Background: an optimization exercise with open tools, aiming at small area, a short achievable clock period and few clock cycles. Do not read the settings as production practice.
Where RTL was checked, it was by simulation tests only, not by an equivalence proof against the original.

==> build 59 <==
## alu_unit
module alu_unit(
    input clk,
    input rst,
    input in_valid,
    output in_ready,
    input [15:0] a,
    input [15:0] b,
    input [2:0] op,
    output reg out_valid,
    output reg [15:0] r
    );
assign in_ready = 1'b1;
reg [15:0] a_q, b_q;
reg [2:0] op_q;
reg v0;
always @(posedge clk) begin
    a_q <= a;
    b_q <= b;
    op_q <= op;
    v0 <= in_valid & ~rst;
end
wire mul0 = op_q == 3'd3;
wire div0 = op_q == 3'd4;
wire add0 = op_q == 3'd1;
wire sub0 = op_q == 3'd2;
wire [15:0] y0 = b_q ^ {16{div0 | sub0}};
wire [15:0] x0 = {a_q[15:11] & {5{~mul0}}, a_q[10:0]};
wire [1:0] s15;
wire g15_0_0 = (x0[15] & y0[0]) | ((div0 | sub0) & (x0[15] ^ y0[0]));
wire p15_0_0 = x0[15] ^ y0[0];
assign s15[0] = p15_0_0 ^ (div0 | sub0);
assign s15[1] = g15_0_0;
wire sel15 = mul0 ? a_q[15] : (div0 & s15[1] & &y0[15:1]);
wire [15:0] x_15 = sel15 ? {s15[0:0], x0[14:0]} : x0;
wire [2:0] s14;
wire g14_0_0 = (x_15[14] & y0[0]) | ((div0 | sub0) & (x_15[14] ^ y0[0]));
wire p14_0_0 = x_15[14] ^ y0[0];
wire g14_1_1 = x_15[15] & y0[1];
wire p14_1_1 = x_15[15] ^ y0[1];
wire g14_1_0 = g14_1_1 | (p14_1_1 & g14_0_0);
wire p14_1_0 = p14_1_1 & p14_0_0;
assign s14[0] = p14_0_0 ^ (div0 | sub0);
assign s14[1] = p14_1_1 ^ g14_0_0;
assign s14[2] = g14_1_0;
wire sel14 = mul0 ? a_q[14] : (div0 & s14[2] & &y0[15:2]);
wire [15:0] x_14 = sel14 ? {s14[1:0], x_15[13:0]} : x_15;
wire [3:0] s13;
  ...
export LEC_CHECK = 0
export ABC_AREA = 1
export CAP_MARGIN = 20
export CORE_MARGIN = 2
export CORE_UTILIZATION = 40
export SLEW_MARGIN = 20
create_clock -name core_clock -period 70.0 [get_ports {clk}]
standard.sh (not shown) runs the stock make flow with config.mk's settings and CLKGATE_MAP_FILE= SYNTH_SCRIPT=/design/flow/synth_recipe.tcl, a recipe that flattens the netlist after the stock synthesis.
==> flow/flow/run.sh <==
#!/bin/bash
# Standard layout flow (buf_1 port buffers, clkbuf_8 clock buffers, resizer aims at 55 ns setup slack), logged to standard.log.
bash standard.sh SETUP_SLACK_MARGIN=55 "BUFFER_PORTS_ARGS=-buffer_cell sky130_fd_sc_hd__buf_1" CTS_BUF_LIST=sky130_fd_sc_hd__clkbuf_8 finish > standard.log 2>&1
==> inputs of trial 7, as changes to build 59 <==
--- a/flow/design.v
+++ b/flow/design.v
@@ -20,34 +20,34 @@
     op_q <= op;
     v0 <= in_valid & ~rst;
 end
 wire mul0 = op_q == 3'd3;
 wire div0 = op_q == 3'd4;
 wire add0 = op_q == 3'd1;
 wire sub0 = op_q == 3'd2;
-wire [15:0] y0 = b_q ^ {16{div0 | sub0}};
-wire [15:0] x0 = {a_q[15:11] & {5{~mul0}}, a_q[10:0]};
+wire [15:0] y0 = mul0 ? a_q : (add0 ? b_q : ~b_q);
+wire [15:0] x0 = {mul0 ? 16'd0 : a_q[15:11], mul0 ? b_q[10:0] : a_q[10:0]};
 wire [1:0] s15;
 wire g15_0_0 = (x0[15] & y0[0]) | ((div0 | sub0) & (x0[15] ^ y0[0]));
 wire p15_0_0 = x0[15] ^ y0[0];
 assign s15[0] = p15_0_0 ^ (div0 | sub0);
 assign s15[1] = g15_0_0;
-wire sel15 = mul0 ? a_q[15] : (div0 & s15[1] & &y0[15:1]);
+wire sel15 = mul0 ? b_q[15] : (div0 & s15[1] & &y0[15:1]);
 wire [15:0] x_15 = sel15 ? {s15[0:0], x0[14:0]} : x0;
 wire [2:0] s14;
 wire g14_0_0 = (x_15[14] & y0[0]) | ((div0 | sub0) & (x_15[14] ^ y0[0]));
 wire p14_0_0 = x_15[14] ^ y0[0];
 wire g14_1_1 = x_15[15] & y0[1];
 wire p14_1_1 = x_15[15] ^ y0[1];
 wire g14_1_0 = g14_1_1 | (p14_1_1 & g14_0_0);
 wire p14_1_0 = p14_1_1 & p14_0_0;
 assign s14[0] = p14_0_0 ^ (div0 | sub0);
 assign s14[1] = p14_1_1 ^ g14_0_0;
 assign s14[2] = g14_1_0;
-wire sel14 = mul0 ? a_q[14] : (div0 & s14[2] & &y0[15:2]);
+wire sel14 = mul0 ? b_q[14] : (div0 & s14[2] & &y0[15:2]);
 wire [15:0] x_14 = sel14 ? {s14[1:0], x_15[13:0]} : x_15;
 wire [3:0] s13;
 wire g13_0_0 = (x_14[13] & y0[0]) | ((div0 | sub0) & (x_14[13] ^ y0[0]));
 wire p13_0_0 = x_14[13] ^ y0[0];
 wire g13_1_1 = x_14[14] & y0[1];
 wire p13_1_1 = x_14[14] ^ y0[1];
 wire g13_2_2 = x_14[15] & y0[2];
@@ -56,15 +56,15 @@
 wire p13_1_0 = p13_1_1 & p13_0_0;
 wire g13_2_0 = g13_2_2 | (p13_2_2 & g13_1_0);
 wire p13_2_0 = p13_2_2 & p13_1_0;
 assign s13[0] = p13_0_0 ^ (div0 | sub0);
 assign s13[1] = p13_1_1 ^ g13_0_0;
 assign s13[2] = p13_2_2 ^ g13_1_0;
 assign s13[3] = g13_2_0;
-wire sel13 = mul0 ? a_q[13] : (div0 & s13[3] & &y0[15:3]);
+wire sel13 = mul0 ? b_q[13] : (div0 & s13[3] & &y0[15:3]);
 wire [15:0] x_13 = sel13 ? {s13[2:0], x_14[12:0]} : x_14;
 wire [4:0] s12;
 wire g12_0_0 = (x_13[12] & y0[0]) | ((div0 | sub0) & (x_13[12] ^ y0[0]));
 wire p12_0_0 = x_13[12] ^ y0[0];
 wire g12_1_1 = x_13[13] & y0[1];
 wire p12_1_1 = x_13[13] ^ y0[1];
 wire g12_2_2 = x_13[14] & y0[2];
@@ -80,15 +80,15 @@
 wire g12_2_0 = g12_2_2 | (p12_2_2 & g12_1_0);
 wire p12_2_0 = p12_2_2 & p12_1_0;
 assign s12[0] = p12_0_0 ^ (div0 | sub0);
 assign s12[1] = p12_1_1 ^ g12_0_0;
 assign s12[2] = p12_2_2 ^ g12_1_0;
 assign s12[3] = p12_3_3 ^ g12_2_0;
 assign s12[4] = g12_3_0;
-wire sel12 = mul0 ? a_q[12] : (div0 & s12[4] & &y0[15:4]);
+wire sel12 = mul0 ? b_q[12] : (div0 & s12[4] & &y0[15:4]);
 wire [15:0] x_12 = sel12 ? {s12[3:0], x_13[11:0]} : x_13;
 wire [5:0] s11;
 wire g11_0_0 = (x_12[11] & y0[0]) | ((div0 | sub0) & (x_12[11] ^ y0[0]));
 wire p11_0_0 = x_12[11] ^ y0[0];
 wire g11_1_1 = x_12[12] & y0[1];
 wire p11_1_1 = x_12[12] ^ y0[1];
 wire g11_2_2 = x_12[13] & y0[2];
@@ -109,15 +109,15 @@
 wire p11_4_0 = p11_4_4 & p11_3_0;
 assign s11[0] = p11_0_0 ^ (div0 | sub0);
 assign s11[1] = p11_1_1 ^ g11_0_0;
 assign s11[2] = p11_2_2 ^ g11_1_0;
 assign s11[3] = p11_3_3 ^ g11_2_0;
 assign s11[4] = p11_4_4 ^ g11_3_0;
 assign s11[5] = g11_4_0;
-wire sel11 = mul0 ? a_q[11] : (div0 & s11[5] & &y0[15:5]);
+wire sel11 = mul0 ? b_q[11] : (div0 & s11[5] & &y0[15:5]);
 wire [15:0] x_11 = sel11 ? {s11[4:0], x_12[10:0]} : x_12;
 reg [15:0] x1, y1;
 reg [15:11] q1;
 reg mul1, div1, add1, sub1, v1;
 always @(posedge clk) begin
     x1 <= x_11;
     y1 <= y0;
==> inputs of build 58, as changes to build 59 <==
==> flow/flow/run.sh (replaced) <==
#!/bin/bash
# Layout flow: the standard flow, except that synthesis maps with the
# ABC script in flow/abc_area.script (area-oriented mapping, no ABC
# buffering/upsizing; the resizer later fixes timing on the placed design).
# Then: buf_1 port buffers, clkbuf_8 clock buffers, and the resizer asked
# to leave 55 ns of setup slack. Each part logs to its own file.
set -e
rm -rf scripts_abc
cp -r "$FLOW_HOME/scripts" scripts_abc
cp flow/abc_area.script scripts_abc/abc_area.script
A=("BUFFER_PORTS_ARGS=-buffer_cell sky130_fd_sc_hd__buf_1" CTS_BUF_LIST=sky130_fd_sc_hd__clkbuf_8 SETUP_SLACK_MARGIN=55 )
bash standard.sh "${A[@]}" SCRIPTS_DIR=$PWD/scripts_abc synth > synth.log 2>&1
bash standard.sh "${A[@]}" finish > standard.log 2>&1
==> flow/flow/abc_area.script (new file) <==
strash
dch
map -a
strash
dch
map -a
strash
dch -f
map -a
topo
stime -c
==> inputs of build 12, as changes to build 59 <==
--- a/flow/design.v
+++ b/flow/design.v
@@ -20,34 +20,34 @@
     op_q <= op;
     v0 <= in_valid & ~rst;
 end
 wire mul0 = op_q == 3'd3;
 wire div0 = op_q == 3'd4;
 wire add0 = op_q == 3'd1;
 wire sub0 = op_q == 3'd2;
-wire [15:0] y0 = b_q ^ {16{div0 | sub0}};
-wire [15:0] x0 = {a_q[15:11] & {5{~mul0}}, a_q[10:0]};
+wire [15:0] y0 = mul0 ? a_q : (add0 ? b_q : ~b_q);
+wire [15:0] x0 = {mul0 ? 16'd0 : a_q[15:11], mul0 ? b_q[10:0] : a_q[10:0]};
 wire [1:0] s15;
 wire g15_0_0 = (x0[15] & y0[0]) | ((div0 | sub0) & (x0[15] ^ y0[0]));
 wire p15_0_0 = x0[15] ^ y0[0];
 assign s15[0] = p15_0_0 ^ (div0 | sub0);
 assign s15[1] = g15_0_0;
-wire sel15 = mul0 ? a_q[15] : (div0 & s15[1] & &y0[15:1]);
+wire sel15 = mul0 ? b_q[15] : (div0 & s15[1] & &y0[15:1]);
 wire [15:0] x_15 = sel15 ? {s15[0:0], x0[14:0]} : x0;
 wire [2:0] s14;
 wire g14_0_0 = (x_15[14] & y0[0]) | ((div0 | sub0) & (x_15[14] ^ y0[0]));
 wire p14_0_0 = x_15[14] ^ y0[0];
 wire g14_1_1 = x_15[15] & y0[1];
 wire p14_1_1 = x_15[15] ^ y0[1];
 wire g14_1_0 = g14_1_1 | (p14_1_1 & g14_0_0);
 wire p14_1_0 = p14_1_1 & p14_0_0;
 assign s14[0] = p14_0_0 ^ (div0 | sub0);
 assign s14[1] = p14_1_1 ^ g14_0_0;
 assign s14[2] = g14_1_0;
-wire sel14 = mul0 ? a_q[14] : (div0 & s14[2] & &y0[15:2]);
+wire sel14 = mul0 ? b_q[14] : (div0 & s14[2] & &y0[15:2]);
 wire [15:0] x_14 = sel14 ? {s14[1:0], x_15[13:0]} : x_15;
 wire [3:0] s13;
 wire g13_0_0 = (x_14[13] & y0[0]) | ((div0 | sub0) & (x_14[13] ^ y0[0]));
 wire p13_0_0 = x_14[13] ^ y0[0];
 wire g13_1_1 = x_14[14] & y0[1];
 wire p13_1_1 = x_14[14] ^ y0[1];
 wire g13_2_2 = x_14[15] & y0[2];
@@ -56,15 +56,15 @@
 wire p13_1_0 = p13_1_1 & p13_0_0;
 wire g13_2_0 = g13_2_2 | (p13_2_2 & g13_1_0);
 wire p13_2_0 = p13_2_2 & p13_1_0;
 assign s13[0] = p13_0_0 ^ (div0 | sub0);
 assign s13[1] = p13_1_1 ^ g13_0_0;
 assign s13[2] = p13_2_2 ^ g13_1_0;
 assign s13[3] = g13_2_0;
-wire sel13 = mul0 ? a_q[13] : (div0 & s13[3] & &y0[15:3]);
+wire sel13 = mul0 ? b_q[13] : (div0 & s13[3] & &y0[15:3]);
 wire [15:0] x_13 = sel13 ? {s13[2:0], x_14[12:0]} : x_14;
 wire [4:0] s12;
 wire g12_0_0 = (x_13[12] & y0[0]) | ((div0 | sub0) & (x_13[12] ^ y0[0]));
 wire p12_0_0 = x_13[12] ^ y0[0];
 wire g12_1_1 = x_13[13] & y0[1];
 wire p12_1_1 = x_13[13] ^ y0[1];
 wire g12_2_2 = x_13[14] & y0[2];
@@ -80,15 +80,15 @@
 wire g12_2_0 = g12_2_2 | (p12_2_2 & g12_1_0);
 wire p12_2_0 = p12_2_2 & p12_1_0;
 assign s12[0] = p12_0_0 ^ (div0 | sub0);
 assign s12[1] = p12_1_1 ^ g12_0_0;
 assign s12[2] = p12_2_2 ^ g12_1_0;
 assign s12[3] = p12_3_3 ^ g12_2_0;
 assign s12[4] = g12_3_0;
-wire sel12 = mul0 ? a_q[12] : (div0 & s12[4] & &y0[15:4]);
+wire sel12 = mul0 ? b_q[12] : (div0 & s12[4] & &y0[15:4]);
 wire [15:0] x_12 = sel12 ? {s12[3:0], x_13[11:0]} : x_13;
 wire [5:0] s11;
 wire g11_0_0 = (x_12[11] & y0[0]) | ((div0 | sub0) & (x_12[11] ^ y0[0]));
 wire p11_0_0 = x_12[11] ^ y0[0];
 wire g11_1_1 = x_12[12] & y0[1];
 wire p11_1_1 = x_12[12] ^ y0[1];
 wire g11_2_2 = x_12[13] & y0[2];
@@ -109,15 +109,15 @@
 wire p11_4_0 = p11_4_4 & p11_3_0;
 assign s11[0] = p11_0_0 ^ (div0 | sub0);
 assign s11[1] = p11_1_1 ^ g11_0_0;
 assign s11[2] = p11_2_2 ^ g11_1_0;
 assign s11[3] = p11_3_3 ^ g11_2_0;
 assign s11[4] = p11_4_4 ^ g11_3_0;
 assign s11[5] = g11_4_0;
-wire sel11 = mul0 ? a_q[11] : (div0 & s11[5] & &y0[15:5]);
+wire sel11 = mul0 ? b_q[11] : (div0 & s11[5] & &y0[15:5]);
 wire [15:0] x_11 = sel11 ? {s11[4:0], x_12[10:0]} : x_12;
 reg [15:0] x1, y1;
 reg [15:11] q1;
 reg mul1, div1, add1, sub1, v1;
 always @(posedge clk) begin
     x1 <= x_11;
     y1 <= y0;
==> flow/flow/run.sh (replaced) <==
#!/bin/bash
# Standard layout flow with: plain buf_1 port buffers, and the resizer asked
# to leave 55 ns of setup slack (a 15 ns critical path).
bash standard.sh SETUP_SLACK_MARGIN=55 "BUFFER_PORTS_ARGS=-buffer_cell sky130_fd_sc_hd__buf_1" finish > standard.log 2>&1
==> flow_metrics.env <==
export IMPL_preCtsSetupSlack_ns=55.55
export IMPL_gr_usage_met2=0.328
export IMPL_synth_area_leaders="dfxtp_1, fa_1, nand2_1"
export IMPL_buffer_area_frac=0.0217
export IMPL_synthAdderAreaFrac=0.274
export IMPL_slowest_delay_ns=0.32
export IMPL_tap_cells=341
export IMPL_fp_row_count=60
export IMPL_finalWorstSetupSlack_ns=55.08
export IMPL_p_seq_w=0.0000958
export IMPL_swShare=0.407
export IMPL_seq_share=0.243
export IMPL_p_clk_w=0.0000631
export IMPL_crit_slowest_cell="dfxtp_1"
export IMPL_comb_power_w=0.000121
export IMPL_status="complete, no violations"
export IMPL_peakVddDrop_mv=0.0139
export IMPL_inverters=189
(the above is from trial 7)
==> flow_metrics.env <==
export IMPL_crit_slowest_cell="dfxtp_1"
export IMPL_tap_cells=341
export IMPL_comb_power_w=0.000121
export IMPL_p_seq_w=0.0000959
export IMPL_swShare=0.385
export IMPL_peakVddDrop_mv=0.0146
export IMPL_status="complete, no violations"
export IMPL_inverters=189
export IMPL_synth_area_leaders="dfxtp_1, fa_1, nand2_1"
export IMPL_finalWorstSetupSlack_ns=55.12
export IMPL_fp_row_count=60
(the above is from build 12)
==> flow_metrics.env <==
export IMPL_finalWorstSetupSlack_ns=55.05
export IMPL_seq_share=0.248
export IMPL_crit_slowest_cell="dfxtp_2"
export IMPL_p_clk_w=0.0000649
export IMPL_fp_row_count=59
export IMPL_buffer_area_frac=0.0260
export IMPL_gr_usage_met2=0.329
export IMPL_slowest_delay_ns=0.38
export IMPL_status="complete, no violations"
export IMPL_peakVddDrop_mv=0.0149
export IMPL_synthAdderAreaFrac=0.272
export IMPL_synth_area_leaders="dfxtp_1, fa_1, nand2_1"
export IMPL_swShare=0.408
(the above is from build 59)
==> flow_metrics.env <==
export IMPL_status="complete, no violations"
export IMPL_finalWorstSetupSlack_ns=55.04
export IMPL_comb_power_w=0.000124
export IMPL_crit_slowest_cell="dfxtp_1"
export IMPL_inverters=126
export IMPL_seq_share=0.269
export IMPL_peakVddDrop_mv=0.0173
export IMPL_p_seq_w=0.0000994
export IMPL_gr_usage_met2=0.301
export IMPL_buffer_area_frac=0.0358
(the above is from build 58)
Testbench counts of build 59, summed over its fixed seeds: cycles 4,032.
Testbench counts of build 58, summed over its fixed seeds: cycles 4,032.
The RTL of trial 7 and build 12 was laid out without a check of its function.

re-timing with driven ports:
The flow's constraints put no driver on any port. The routed layouts listed below were extracted and timed again, unchanged, in two steps.
Step 1 assumes that a clkbuf_16 drives the clock port and a buf_2 every other input.
Step 2, shift: input delay + t, output delay - t, t = (earliest + latest rising clock arrival at the registers) / 2. This alone moves slack from input paths to output paths.
Three values: no drivers, after step 1, after step 2; two values: the first two.
| run | shift t [ns] | slack for setup (ns) | worst setup path at the end | worst register clock-pin slew, ns | worst slew at a driven data input, ns |
|---|---|---|---|---|---|
| build 59 | 0.487 | 55.054 / 55.012 / 55.499 | register to output | 0.09 / 0.09 | 0.04 |
| trial 7 | 0.479 | 55.085 / 55.044 / 55.523 | register to output | 0.09 / 0.09 | 0.03 |
| build 58 | 0.486 | 55.038 / 54.997 / 55.483 | register to output | 0.09 / 0.09 | 0.03 |
| build 12 | 0.460 | 55.122 / 55.077 / 55.537 | register to output | 0.07 / 0.07 | 0.03 |
After both steps every run listed still meets setup and hold.
